What follows belongs to an exercise in optimizing a design on an open flow for small area and a short achievable clock period; a production flow would make more cautious choices. In this exercise RTL edits were held to simulation tests only and were not proved equivalent to the original.

Design synthesis_direct_FIR, start of the top module:
module synthesis_direct_FIR(out, inp, clk, rstn);
    localparam X_SIZE = 16;    
    localparam Y_SIZE = 26;    
    output [Y_SIZE-1:0] out;
    input [X_SIZE-1:0] inp;
    input clk, rstn;
    direct_FIR DIR_FIR(.out(out), .inp(inp), .clk(clk), .rstn(rstn));
endmodule
clock: 11.5 ns
lec_check: 0
cap_margin: 20
core_margin: 2
core_utilization: 65
cts_buf_list: sky130_fd_sc_hd__clkbuf_16
cts_cluster_diameter: 80
cts_cluster_size: 25
slew_margin: 20
synth_hierarchical: 1
synth_minimum_keep_size: 0
standard.sh (not shown) runs the stock make flow with config.mk's settings and CLKGATE_MAP_FILE= SYNTH_SCRIPT=/design/flow/synth_recipe.tcl, a recipe that flattens the netlist after the stock synthesis.
==> flow/flow/run.sh <==
#!/bin/bash
# Own layout flow: the standard ORFS flow, with the port buffers built
# from regular buffers instead of delay buffers, and setup repair asked to
# leave a margin (SETUP_MARGIN ns) so that it also works on paths that
# already meet the design's clock period.
set -euo pipefail
cd "$(dirname "$0")/.."
export BUFFER_PORTS_ARGS="-buffer_cell sky130_fd_sc_hd__buf_2"
export SETUP_SLACK_MARGIN=${SETUP_MARGIN:-8.25}
bash standard.sh > standard_make.log 2>&1
The starting point completed with no timing, DRC or antenna violations.
Rerun with:
Settings changed: CORE_UTILIZATION 65 to 80.
Cell count is lower by a few percent.
Setup slack loses 0.39 ns.
Area after synthesis stays the same.
Clock skew is higher by 0.020 ns.
Fmax is lower by roughly a tenth.
Non-clock buffer count is higher by 27.
Synthesized cell count is unchanged.
Routed wire length is higher by well over a third.
Register-to-register slack loses 0.39 ns.

========
== JK ==
Another version of the RTL of synthesis_direct_FIR (not shown whole).
Size: about 1000 cells after synthesis, roughly 210 flip-flops, about 0.015 mm^2 of cells after synthesis.
==> flow/config.mk <==
export PLATFORM = sky130hd
export DESIGN_NAME = synthesis_direct_FIR
export DESIGN_NICKNAME = synthesis_direct_FIR
export VERILOG_FILES = /design/flow/design.v
export SDC_FILE = /design/flow/constraint.sdc
export NUM_CORES = 4
export LEC_CHECK = 0
export CAP_MARGIN = 20
export CORE_MARGIN = 2
export CORE_UTILIZATION = 65
export CTS_BUF_LIST = sky130_fd_sc_hd__clkbuf_16
export CTS_CLUSTER_DIAMETER = 80
export CTS_CLUSTER_SIZE = 25
export SLEW_MARGIN = 20
export SYNTH_HIERARCHICAL = 1
export SYNTH_MINIMUM_KEEP_SIZE = 0
export TNS_END_PERCENT = 5
==> flow/constraint.sdc <==
create_clock -name core_clock -period 11.5 [get_ports {clk}]
set_input_delay 2.3000 -clock core_clock [delete_from_list [all_inputs] [get_ports {clk}]]
set_output_delay 2.3000 -clock core_clock [all_outputs]
set_load 0.01 [all_outputs]
==> flow/flow/run.sh <==
#!/bin/bash
# Own layout flow: the standard ORFS flow, with the port buffers built
# from regular buffers instead of delay buffers, and setup repair asked to
# leave a margin (SETUP_MARGIN ns) so that it also works on paths that
# already meet the design's clock period.
set -euo pipefail
cd "$(dirname "$0")/.."
export BUFFER_PORTS_ARGS="-buffer_cell sky130_fd_sc_hd__buf_2"
export SETUP_SLACK_MARGIN=${SETUP_MARGIN:-8.1}
bash standard.sh > standard_make.log 2>&1
JK reached the final stage; the timing, design-rule and antenna checks on its layout passed.
Modified inputs, MS compared to JK
Settings: TNS_END_PERCENT no longer set, was 5.
-- flow/flow/run.sh --
<<< JK, line 8
export BUFFER_PORTS_ARGS="-buffer_cell sky130_fd_sc_hd__buf_2"
export SETUP_SLACK_MARGIN=${SETUP_MARGIN:-8.1}
bash standard.sh > standard_make.log 2>&1
>>> MS, line 8
export BUFFER_PORTS_ARGS="-buffer_cell sky130_fd_sc_hd__buf_2"
export SETUP_SLACK_MARGIN=${SETUP_MARGIN:-8.25}
bash standard.sh > standard_make.log 2>&1
--- outcome ---
- Delta (MS minus JK): slew at the pin closest to its max-slew limit decreased 0.14 ns, first-iteration DRC count went down 66.
- MS leaves more setup margin than JK.
- Lower part of the cycle the worst path needs goes to MS over JK.
- The sequential share of cell area on MS is in line with that on JK.
- JK → MS: worst hold slack level.
The inputs of AL differ from those of MS as listed below.
Settings: a change of CTS_CLUSTER_DIAMETER from 80 to 90; a change of CTS_CLUSTER_SIZE from 25 to 30.
-- flow/flow/run.sh --
<<< MS, line 8
export BUFFER_PORTS_ARGS="-buffer_cell sky130_fd_sc_hd__buf_2"
export SETUP_SLACK_MARGIN=${SETUP_MARGIN:-8.25}
bash standard.sh > standard_make.log 2>&1
>>> AL, line 8
export BUFFER_PORTS_ARGS="-buffer_cell sky130_fd_sc_hd__buf_2"
export SETUP_SLACK_MARGIN=${SETUP_MARGIN:-8.1}
bash standard.sh > standard_make.log 2>&1
[summary]
Worst-case setup margin in the final layout ended up 0.0091 ns lower on AL than on MS. AL ends up with a number of signal-net buffers in the layout that is 8 lower than in MS. AL does better than MS on final wirelength. Share of the clock period used by the worst path after layout delta (AL -> MS): insignificant.
Modified inputs, TR compared to AL
Settings: CTS_CLUSTER_SIZE now 25, was 30; CTS_CLUSTER_DIAMETER now 80, was 90.
NOTE final non-filler cell total AL->TR increased slightly. The lower routed wire length came out of AL. Compared with AL, in TR average wire per cell in the routed design went up 1.3%. TR did not stop at any stage, and its layout met the timing, design-rule and antenna checks.
diff inputs: TR => PW
Settings: SETUP_SLACK_MARGIN now 5, previously not set.
==> flow/run.sh (new file) <==
#!/bin/bash
# synth_recipe.tcl (not shown) runs the flow's synth.tcl, then flattens the netlist and writes it again
# the make line also repeats each setting of config.mk as NAME=value (left out here)
make -C /OpenROAD-flow-scripts/flow DESIGN_CONFIG=/design/flow/config.mk WORK_HOME=/design/flow/orfs CLKGATE_MAP_FILE= SYNTH_SCRIPT=/design/flow/synth_recipe.tcl finish
removed: flow/flow/run.sh
removed: flow/standard.sh
[summary]
Comparing TR and PW, the higher post-CTS resize count is on TR.
The run showing the greater worst-case setup margin in the final layout is TR.
PW vs. TR: final-report hold violation count about even, worst setup skew after layout has increased.
PW went all the way through the flow, and no timing, DRC or antenna check failed.
Looking at slowest library cell on the worst path, the sky130_fd_sc_hd__fa_1 result is from TR; the sky130_fd_sc_hd__a31oi_1 one comes from PW.
Area of all placed cells without fillers: TR vs PW — no meaningful difference
Diff TR -> PW: total CTS buffers did not really move, critical path depth went up.
Area added between synthesis and finish delta for PW relative to TR: 0.24 points lower

## what the ideal ports hide
The flow's constraints put no driver on any port. The routed layouts listed below were extracted and timed again, unchanged, in two steps.
Step 1 (the two cells are an assumption about what drives the block):
set clk [get_ports {clk}]
set_driving_cell -lib_cell sky130_fd_sc_hd__clkbuf_16 $clk
set_driving_cell -lib_cell sky130_fd_sc_hd__buf_2 [delete_from_list [all_inputs] $clk]
Step 2 adds t to the input delays and takes it off the output delays; t is the mean of the earliest and latest rising clock arrival at the registers after step 1. Input paths then give back, and output paths get back, about the clock's delay inside the block.
Slacks: no drivers / after step 1 / after step 2; pairs: no drivers / after step 1.
run	t (ns)	slack for setup (ns)	hold slack, ns	worst setup path after step 2	worst register clock-pin slew, ns
the first run of note 1	0.550	8.250 / 8.199 / 8.250	0.424 / 0.424 / 0.424	register to register	0.10 / 0.10
the second run of note 1	0.550	7.857 / 7.857 / 7.857	0.424 / 0.424 / 0.424	register to register	0.11 / 0.11
JK	0.544	8.114 / 8.114 / 8.114	0.396 / 0.396 / 0.396	register to register	0.09 / 0.09
MS	0.541	8.152 / 8.152 / 8.152	0.394 / 0.394 / 0.394	register to register	0.10 / 0.09
AL	0.536	8.142 / 8.142 / 8.142	0.402 / 0.402 / 0.402	register to register	0.11 / 0.11
TR	0.542	8.144 / 8.144 / 8.144	0.397 / 0.397 / 0.397	register to register	0.10 / 0.10
PW	0.542	7.788 / 7.788 / 7.788	0.395 / 0.395 / 0.395	register to register	0.10 / 0.10
After both steps setup and hold are still met in every run listed.
